Context: an optimization exercise on an open-source flow, tuned for a short achievable clock period and few clock cycles per item. The choices shown serve that exercise and are no tape-out recipe.
Only simulation tests tie the RTL to the original design; equivalence was not proved.
Power and IR drop assume default switching activity.

==> job 478 <==
Design risc_v, start of the top module:
module risc_v
(
 input   wire                        CLK,
 input   wire                        RST,
 output  wire     [31:0]             PC,
 input   wire     [31:0]             Instr,
 output  wire                        MemWrite,
 output  wire     [31:0]             DataAdr,
 output  wire     [31:0]             WriteData,
 input   wire     [31:0]             ReadData
);
clock: 14.0 ns
lec_check: 0
cap_margin: 20
core_margin: 2
core_utilization: 55
slew_margin: 20
synth_hierarchical: 1
synth_minimum_keep_size: 0
standard.sh (not shown) runs the stock make flow with config.mk's settings and CLKGATE_MAP_FILE= SYNTH_SCRIPT=/design/flow/synth_recipe.tcl, a recipe that flattens the netlist after the stock synthesis.
==> flow/flow/run.sh <==
#!/bin/bash
# Layout flow: the standard ORFS flow (standard.sh), unchanged synthesis,
# with two changes to how the layout is made:
#  - the ports are buffered with sky130_fd_sc_hd__buf_8 instead of the default pick;
#  - timing repair (repair_timing after CTS and after global routing) asks for
#    SETUP_SLACK_MARGIN ns of setup slack, so that it works on paths well inside
#    the 14 ns clock. The clock, the SDC and every constraint stay the design's.
# Each step's full output goes to a log file in the folder this runs in; ORFS's
# own per-step logs are under orfs/logs/.
set -euo pipefail
bash standard.sh synth > synth.log 2>&1
bash standard.sh SETUP_SLACK_MARGIN=10 "BUFFER_PORTS_ARGS=-buffer_cell sky130_fd_sc_hd__buf_8" finish > layout.log 2>&1
==> job 2275: changes against job 478 <==
--- a/flow/design.v
+++ b/flow/design.v
@@ -30,16 +30,18 @@
   reg  [31:0] a_e, b_e, bb_e;
   reg         we_e, lw_e, sw_e, br_e;
   reg         pt_e;
   reg         upd_e, out_e;       
   reg         stall;              
   reg         xm_e, xl_e, ym_e, ymn_e, yl_e, bm_e, bl_e, am_e;
   reg         ci_e, si_e, sltn_e;
   reg  [31:0] rtgt_e;             
+  reg         tk_q;               
+  reg  [31:0] rt_q;               
   reg  [5:0]  idx_e;
   reg         ssum_e, slt_e, sor_e, sand_e;
   reg  [4:0]  rd_e;
   reg  [31:0] res_m, wd_m;
   reg  [31:0] res_mn;             
   reg  [31:0] res_o;              
   reg         we_m, lw_m, sw_m;
   reg  [4:0]  rd_m;
@@ -77,18 +79,18 @@
   wire [31:0] immS_f  = {{20{Instr[31]}}, Instr[31:25], Instr[11:7]};
   wire [31:0] immop_f = jal_f ? 32'd4 : sw_f ? immS_f : immI_f;
   wire [20:0] immJ_f = {Instr[31], Instr[19:12], Instr[20], Instr[30:21], 1'b0};
   wire [20:0] immB_f = {{9{Instr[31]}}, Instr[7], Instr[30:25], Instr[11:8], 1'b0};
   wire [10:0] hip_f, him_f;
   wire [21:0] loJ_f, loB_f;
   wire [31:0] p4_f;
   incdec11 u_hif (.a(pc_f[31:21]), .p(hip_f), .m(him_f));
-  ksadd #(.N(21), .L(5)) u_tj (.a(pc_f[20:0]), .b(immJ_f), .ci(1'b0), .si(1'b0), .s(loJ_f));
-  ksadd #(.N(21), .L(5)) u_tb (.a(pc_f[20:0]), .b(immB_f), .ci(1'b0), .si(1'b0), .s(loB_f));
+  ksadd #(.N(21), .L(5), .CI(0)) u_tj (.a(pc_f[20:0]), .b(immJ_f), .ci(1'b0), .si(1'b0), .s(loJ_f));
+  ksadd #(.N(21), .L(5), .CI(0)) u_tb (.a(pc_f[20:0]), .b(immB_f), .ci(1'b0), .si(1'b0), .s(loB_f));
   inc4     u_p4  (.a(pc_f), .s(p4_f));
   wire [4:0] rd_d  = ir_d[11:7];
   wire [4:0] rs1_d = ir_d[19:15];
   wire [4:0] rs2_d = ir_d[24:20];
   wire [31:0] immB_d = {{20{ir_d[31]}}, ir_d[7], ir_d[30:25], ir_d[11:8], 1'b0};
   wire [31:0] tgt_d;
   add32 u_tgtd (.a(pc_d), .b(immB_d), .s(tgt_d));
   wire [31:0] wv_m  = lw_m ? ReadData : res_m;
@@ -132,26 +134,31 @@
                             .po(po_e), .c(co_e), .a(X_e), .b(Y_e), .r(resn_e));
   resmux #(.INV(0)) u_reso (.ssum(ssum_e), .sor(sor_e), .sand(sand_e), .slt(slt_e), .sltn(sltn_e),
                             .po(po_e), .c(co_e), .a(X_e), .b(Y_e), .r(reso_e));
   wire eq_ab, eq_mb, eq_am;
   eq32 u_qab (.a(a_e),   .b(b_e),   .eq(eq_ab));
   eq32 u_qmb (.a(res_m), .b(b_e),   .eq(eq_mb));
   eq32 u_qam (.a(a_e),   .b(res_m), .eq(eq_am));
   wire eq_e    = am_e ? (bm_e | eq_mb) : (bm_e ? eq_am : eq_ab);
-  wire taken_e = br_e & (eq_e ^ pt_e);    
+  wire taken_e = br_e & ~tk_q & (eq_e ^ pt_e);    
   wire        e1_d   = fe1_d;
   wire        e2_d   = fe2_d;
   wire        efast  = ~lw_e & ~xl_e & ~yl_e & (ssum_e | sor_e | sand_e);
   wire        ok1_d  = e1_d ? efast : ~(fm1_d & lw_m);
   wire        ok2_d  = e2_d ? efast : ~(fm2_d & lw_m);
   wire        dres_d = ok1_d & ok2_d & ~stq;
   wire        ee_d   = e1_d | e2_d;                
-  wire [31:0] vE_d   = ({32{vm_d}} & res_m) | ({32{vw_d}} & val_w) | ({32{vx_d}} & val_x) |
-                       ({32{vr1_d}} & erv1_d) | ({32{vr2_d}} & erv2_d);
+  wire [31:0] vE_d, vE1_d, vE2_d;
+  vsel u_v0 (.vm(vm_d), .vw(vw_d), .vx(vx_d), .vr1(vr1_d), .vr2(vr2_d), .m(res_m), .w(val_w),
+             .x(val_x), .r1(erv1_d), .r2(erv2_d), .y(vE_d));
+  vsel u_v1 (.vm(vm_d), .vw(vw_d), .vx(vx_d), .vr1(vr1_d), .vr2(vr2_d), .m(res_m), .w(val_w),
+             .x(val_x), .r1(erv1_d), .r2(erv2_d), .y(vE1_d));
+  vsel u_v2 (.vm(vm_d), .vw(vw_d), .vx(vx_d), .vr1(vr1_d), .vr2(vr2_d), .m(res_m), .w(val_w),
+             .x(val_x), .r1(erv1_d), .r2(erv2_d), .y(vE2_d));
   wire [12:0] peq_d;
   eq32 u_e0  (.a(res_m),  .b(val_w),  .eq(peq_d[0]));     
   eq32 u_e1  (.a(res_m),  .b(val_x),  .eq(peq_d[1]));     
   eq32 u_e2  (.a(res_m),  .b(erv2_d), .eq(peq_d[2]));     
   eq32 u_e3  (.a(val_w),  .b(res_m),  .eq(peq_d[3]));     
   eq32 u_e4  (.a(val_w),  .b(val_x),  .eq(peq_d[4]));     
   eq32 u_e5  (.a(val_w),  .b(erv2_d), .eq(peq_d[5]));     
   eq32 u_e6  (.a(val_x),  .b(res_m),  .eq(peq_d[6]));     
@@ -162,17 +169,17 @@
   eq32 u_e11 (.a(erv1_d), .b(val_x),  .eq(peq_d[11]));    
   eq32 u_e12 (.a(erv1_d), .b(erv2_d), .eq(peq_d[12]));    
   wire        eqR_d  = |(pr_d & peq_d);
   wire        eqE_d;
   fasteq u_feq (.x(Xf_e), .y(Yf_e), .ci(ci_e), .ssum(ssum_e), .sor(sor_e), .sand(sand_e),
                 .v(vE_d), .eq(eqE_d));
   wire        eq_d   = ee_d ? eqE_d : eqR_d;
   wire [31:0] rtgt_d = pt_d ? p4_d : tgt_d;
-  wire go_d    = v_d & ~taken_e & ~stall;
+  wire go_d    = v_d & ~tk_q & ~stall;
   wire mie_d   = go_d & brd_d & dres_d & ~pt_d;            
   wire min_d   = go_d & brd_d & dres_d & pt_d;             
   wire misR_d  = eqR_d ? mie_d : min_d;
   wire mieX_d  = ee_d ? mie_d : misR_d;
   wire minX_d  = ee_d ? min_d : misR_d;
   wire mis_d   = eqE_d ? mieX_d : minX_d;
   wire stall_n = rst_q & go_d & lw_d & brd_f & ((rs1_f == rd_d) | (rs2_f == rd_d));
   wire [4:0] rs1_n = stall ? rs1_d : rs1_f;
@@ -205,44 +212,46 @@
   wire vx_n  = ~om_n & ~ow_n & ox_n;
   wire vr_n  = ~om_n & ~ow_n & ~ox_n;
   wire [31:0] rr1_n, rr2_n;
   rfport u_rr1 (.rs(rs1_f), .rfv(rfv), .rf(rf), .y(rr1_n));
   rfport u_rr2 (.rs(rs2_f), .rfv(rfv), .rf(rf), .y(rr2_n));
   assign PC = pc_o;
   wire        pred_f  = bht[pc_f[7:2]];
   wire [31:0] early_f = ~rst_q ? 32'b0 : stall ? pc_f : p4_f;
-  wire        mieF_d  = taken_e | mieX_d;
-  wire        minF_d  = taken_e | minX_d;
-  wire [31:0] rtF_d   = taken_e ? rtgt_e : rtgt_d;
+  wire        mieF_d  = tk_q | mieX_d;
+  wire        minF_d  = tk_q | minX_d;
+  wire [31:0] rtF_d   = tk_q ? rt_q : rtgt_d;
   wire        ok_f    = rst_q & ~stall;
-  wire        selj_f, selb_f;
+  wire        selj_f, selb_f, seljo_f, selbo_f;
   fdec u_fdec (.op(op_f), .rs1(rs1_f), .rs2(rs2_f), .ok(ok_f), .pred(pred_f),
                .selj(selj_f), .selb(selb_f));
+  fdec u_fdeco (.op(op_f), .rs1(rs1_f), .rs2(rs2_f), .ok(ok_f), .pred(pred_f),
+                .selj(seljo_f), .selb(selbo_f));
   wire [31:0] next_f, nexto_f;
   wire        eqE1_d, eqE2_d;
   fasteq u_feq1 (.x(Xf_e), .y(Yf_e), .ci(ci_e), .ssum(ssum_e), .sor(sor_e), .sand(sand_e),
-                 .v(vE_d), .eq(eqE1_d));
+                 .v(vE1_d), .eq(eqE1_d));
   fasteq u_feq2 (.x(Xf_e), .y(Yf_e), .ci(ci_e), .ssum(ssum_e), .sor(sor_e), .sand(sand_e),
-                 .v(vE_d), .eq(eqE2_d));
+                 .v(vE2_d), .eq(eqE2_d));
   fsel u_fsel (.loJ(loJ_f[20:0]), .loB(loB_f[20:0]), .cJ(loJ_f[21]), .cB(loB_f[21]), .s(Instr[31]),
                .selj0(selj_f), .selb0(selb_f), .eq(eqE1_d), .mie(mieF_d), .min(minF_d), .rt(rtF_d),
                .hi0(pc_f[31:21]), .hip(hip_f), .him(him_f), .early0(early_f), .nxt(next_f));
   fsel u_fselo (.loJ(loJ_f[20:0]), .loB(loB_f[20:0]), .cJ(loJ_f[21]), .cB(loB_f[21]), .s(Instr[31]),
-                .selj0(selj_f), .selb0(selb_f), .eq(eqE2_d), .mie(mieF_d), .min(minF_d), .rt(rtF_d),
+                .selj0(seljo_f), .selb0(selbo_f), .eq(eqE2_d), .mie(mieF_d), .min(minF_d), .rt(rtF_d),
                 .hi0(pc_f[31:21]), .hip(hip_f), .him(him_f), .early0(early_f), .nxt(nexto_f));
   always @(posedge CLK or negedge RST) begin
     if (!RST) begin
       rst_q <= 1'b0;
       stall <= 1'b0;
       v_d   <= 1'b0;
     end else begin
       rst_q <= 1'b1;
       stall <= stall_n;
-      if (!rst_q || taken_e || mis_d) v_d <= 1'b0;
+      if (!rst_q || tk_q || mis_d) v_d <= 1'b0;
       else if (!stall)       v_d <= 1'b1;
     end
   end
   always @(posedge CLK) begin
     fe1_d <= fe1_n;
     fe2_d <= fe2_n;
     fm1_d <= fm1_n;
     fm2_d <= fm2_n;
@@ -281,30 +290,32 @@
       ssum_d  <= ssum_f;
       slt_d   <= slt_f;
       sor_d   <= sor_f;
       sand_d  <= sand_f;
     end
   end
   always @(posedge CLK or negedge RST) begin
     if (!RST) begin
-      we_e <= 1'b0; lw_e <= 1'b0; sw_e <= 1'b0; br_e <= 1'b0; upd_e <= 1'b0;
+      we_e <= 1'b0; lw_e <= 1'b0; sw_e <= 1'b0; br_e <= 1'b0; upd_e <= 1'b0; tk_q <= 1'b0;
     end else begin
       we_e  <= go_d & wr_d;
       lw_e  <= go_d & lw_d;
       sw_e  <= go_d & sw_d;
       br_e  <= go_d & brd_d & ~dres_d;
       upd_e <= go_d & brd_d & dres_d;
+      tk_q  <= taken_e;
     end
   end
   always @(posedge CLK) begin
     a_e    <= jal_d ? pc_d : (rf1_d ^ {32{inva_d}});
     b_e    <= rf2_d;
     bb_e   <= (r_d ? rf2_d : immop_d) ^ {32{invb_d}};
     rtgt_e <= rtgt_d;
+    rt_q   <= rtgt_e;
     out_e  <= eq_d;
     xm_e   <= ma_d;               
     xl_e   <= la_d;
     ym_e   <= mbY_d & ~invb_d;
     ymn_e  <= mbY_d & invb_d;
     yl_e   <= lbY_d;
     bm_e   <= mb_d;
     bl_e   <= lb_d;
@@ -319,22 +330,22 @@
     slt_e  <= slt_d & ~zero_d;
     sor_e  <= sor_d;
     sand_e <= sand_d;
   end
   always @(posedge CLK or negedge RST) begin
     if (!RST) begin
       we_m <= 1'b0; lw_m <= 1'b0;
     end else begin
-      we_m  <= we_e;
-      lw_m  <= lw_e;
+      we_m  <= we_e & ~tk_q;         
+      lw_m  <= lw_e & ~tk_q;         
     end
   end
   always @(posedge CLK) begin
-    sw_m <= sw_e & rst_q;
+    sw_m <= sw_e & rst_q & ~tk_q;
   end
   always @(posedge CLK) begin
     res_m <= res_e;
     res_mn <= resn_e;
     res_o <= reso_e;
     wd_m  <= Bv_e;
     rd_m  <= rd_e;
   end
@@ -364,25 +375,25 @@
       always @(posedge CLK) begin
         if (we_w && rd_w == gi) q <= val_w;
       end
       assign rf[32*gi +: 32] = q;
     end
   endgenerate
   always @(posedge CLK or negedge RST) begin
     if (!RST)      bht <= 64'b0;
-    else if (br_e) bht[idx_e] <= eq_e;
-    else if (upd_e) bht[idx_e] <= out_e;
+    else if (br_e & ~tk_q) bht[idx_e] <= eq_e;
+    else if (upd_e & ~tk_q) bht[idx_e] <= out_e;
   end
   always @(posedge CLK or negedge RST) begin
     if (!RST)      rfv <= 32'b0;
     else if (we_w) rfv[rd_w] <= 1'b1;
   end
 endmodule
-module ksadd #(parameter N = 32, parameter L = 5)
+module ksadd #(parameter N = 32, parameter L = 5, parameter CI = 1)
 (
   input  wire [N-1:0] a,
   input  wire [N-1:0] b,
   input  wire         ci,
   input  wire         si,             
   output wire [N:0]   s,
   output wire [N-1:0] po,             
   output wire [N:0]   co              
@@ -408,18 +419,18 @@
         end else begin : pa
           pg_inv c (.g(G[l*N+i]), .p(T[l*N+i]), .gn(G[(l+1)*N+i]), .pn(T[(l+1)*N+i]));
         end
       end
     end
   endgenerate
   wire [N-1:0] GL = (L % 2 == 1) ? G[L*N+N-1:L*N] : ~G[L*N+N-1:L*N];
   wire [N-1:0] TL = (L % 2 == 1) ? T[L*N+N-1:L*N] : ~T[L*N+N-1:L*N];
-  wire [N:0]   c  = {GL | (TL & {N{ci}}), ci};
-  assign po = p ^ {N{si}};
+  wire [N:0]   c  = CI ? {GL | (TL & {N{ci}}), ci} : {GL, 1'b0};
+  assign po = CI ? p ^ {N{si}} : p;
   assign co = c;
   assign s  = {c[N], po ^ c[N-1:0]};
 endmodule
 module xorv #(parameter N = 32) (input wire [N-1:0] a, input wire [N-1:0] b, output wire [N-1:0] y);
   assign y = a ^ b;
 endmodule
 module gtn #(parameter N = 32) (input wire [N-1:0] a, input wire [N-1:0] b,
                                 output wire [N-1:0] gn, output wire [N-1:0] tn);
@@ -444,17 +455,17 @@
   assign pn = ~p;
 endmodule
 module add32c (input wire [31:0] a, input wire [31:0] b, input wire ci, input wire si,
                output wire [32:0] s, output wire [31:0] po, output wire [32:0] co);
   ksadd #(.N(32), .L(5)) u (.a(a), .b(b), .ci(ci), .si(si), .s(s), .po(po), .co(co));
 endmodule
 module add32 (input wire [31:0] a, input wire [31:0] b, output wire [31:0] s);
   wire [32:0] t;
-  ksadd #(.N(32), .L(5)) u (.a(a), .b(b), .ci(1'b0), .si(1'b0), .s(t));
+  ksadd #(.N(32), .L(5), .CI(0)) u (.a(a), .b(b), .ci(1'b0), .si(1'b0), .s(t));
   assign s = t[31:0];
 endmodule
 module fasteq
 (
   input  wire [31:0] x,
   input  wire [31:0] y,
   input  wire        ci,
   input  wire        ssum,
@@ -641,17 +652,30 @@
   input  wire [W-1:0] rt,
   input  wire [W-1:0] early0,
   output wire [W-1:0] y
 );
   wire         selj  = selj0 & ~mis;
   wire         selb  = selb0 & ~mis;
   wire         ne    = ~selj & ~selb;
   wire [W-1:0] early = mis ? rt : early0;
-  assign y = ({W{selj}} & loJ) | ({W{selb}} & loB) | ({W{ne}} & early);
+  wire [W-1:0] nj, nb, ne_;
+  nandv #(.N(W)) u_j (.a({W{selj}}), .b(loJ), .y(nj));
+  nandv #(.N(W)) u_b (.a({W{selb}}), .b(loB), .y(nb));
+  nandv #(.N(W)) u_e (.a({W{ne}}), .b(early), .y(ne_));
+  nand3v #(.N(W)) u_y (.a(nj), .b(nb), .c(ne_), .y(y));
+endmodule
+module nand3v #(parameter N = 32) (input wire [N-1:0] a, input wire [N-1:0] b, input wire [N-1:0] c,
+                                   output wire [N-1:0] y);
+  assign y = ~(a & b & c);
+endmodule
+module vsel (input wire vm, input wire vw, input wire vx, input wire vr1, input wire vr2,
+             input wire [31:0] m, input wire [31:0] w, input wire [31:0] x,
+             input wire [31:0] r1, input wire [31:0] r2, output wire [31:0] y);
+  assign y = ({32{vm}} & m) | ({32{vw}} & w) | ({32{vx}} & x) | ({32{vr1}} & r1) | ({32{vr2}} & r2);
 endmodule
 module omux (input wire s1, input wire [31:0] a1, input wire s0, input wire [31:0] a0,
              input wire [31:0] b, output wire [31:0] y);
   assign y = s1 ? a1 : s0 ? a0 : b;
 endmodule
 module omux2 (input wire s0, input wire [31:0] a0, input wire [31:0] b, output wire [31:0] y);
   assign y = s0 ? a0 : b;
 endmodule
CTS_CLUSTER_DIAMETER = 100   (was unset)
CTS_CLUSTER_SIZE = 22   (was unset)
==> summary of the runs <==
- Job 2275 passed the timing, design-rule and antenna checks. Job 478 finished clean.
- In synthesized area, job 2275 and job 478 hardly differ.
- Of job 2275 and job 478, job 478 has the higher cell area (gap about 3.7%, measured against job 478).
- Of job 478 and job 2275, job 478 has the higher global-route usage (gap 1.3 points).
- In job 2275 the sequential power is higher than in job 478, by about 0.6%.
- Of job 2275 and job 478, job 478 has the higher non-clock buffer count (gap 100).
- Between job 2275 and job 478, the lower count of clock-buffer cells in the layout is in job 2275 (gap 92).
- In job 478 the maximum frequency is lower than in job 2275, by 3.1%.
- Of job 2275 and job 478, job 478 has the higher hold slack (gap 15 ps).
Testbench counts of job 478, summed over its fixed seeds: cycles 72,408, instructions 70,638.
Testbench counts of job 2275, summed over its fixed seeds: cycles 72,425, instructions 70,638.

## what the ideal ports hide
The results above use ideal ports. As a check the final layouts listed here were re-extracted and re-timed, cells and wires unchanged. Step 1 sets driving cells, clkbuf_16 on the clock port and buf_2 on the other inputs (assumed; they add their load-dependent delay and slew). Step 2, shift: input delay + t, output delay - t, t = (earliest + latest rising clock arrival at the registers) / 2. This alone moves slack from input paths to output paths. Slacks: ideal ports / drivers / drivers and shift; pairs: ideal ports / drivers.
| run | t, ns | setup slack, ns | clock arrival spread, ns |
|---|---|---|---|
| job 478 | 0.948 | 9.784 / 9.687 / 8.760 | 0.068 / 0.068 |
| job 2275 | 0.881 | 9.913 / 9.573 / 8.692 | 0.073 / 0.074 |
After both steps setup and hold are still met in every run listed. For job 2275, which loses most, drivers alone change the setup slack by -0.340 ns; drivers and shift together by -1.221 ns.
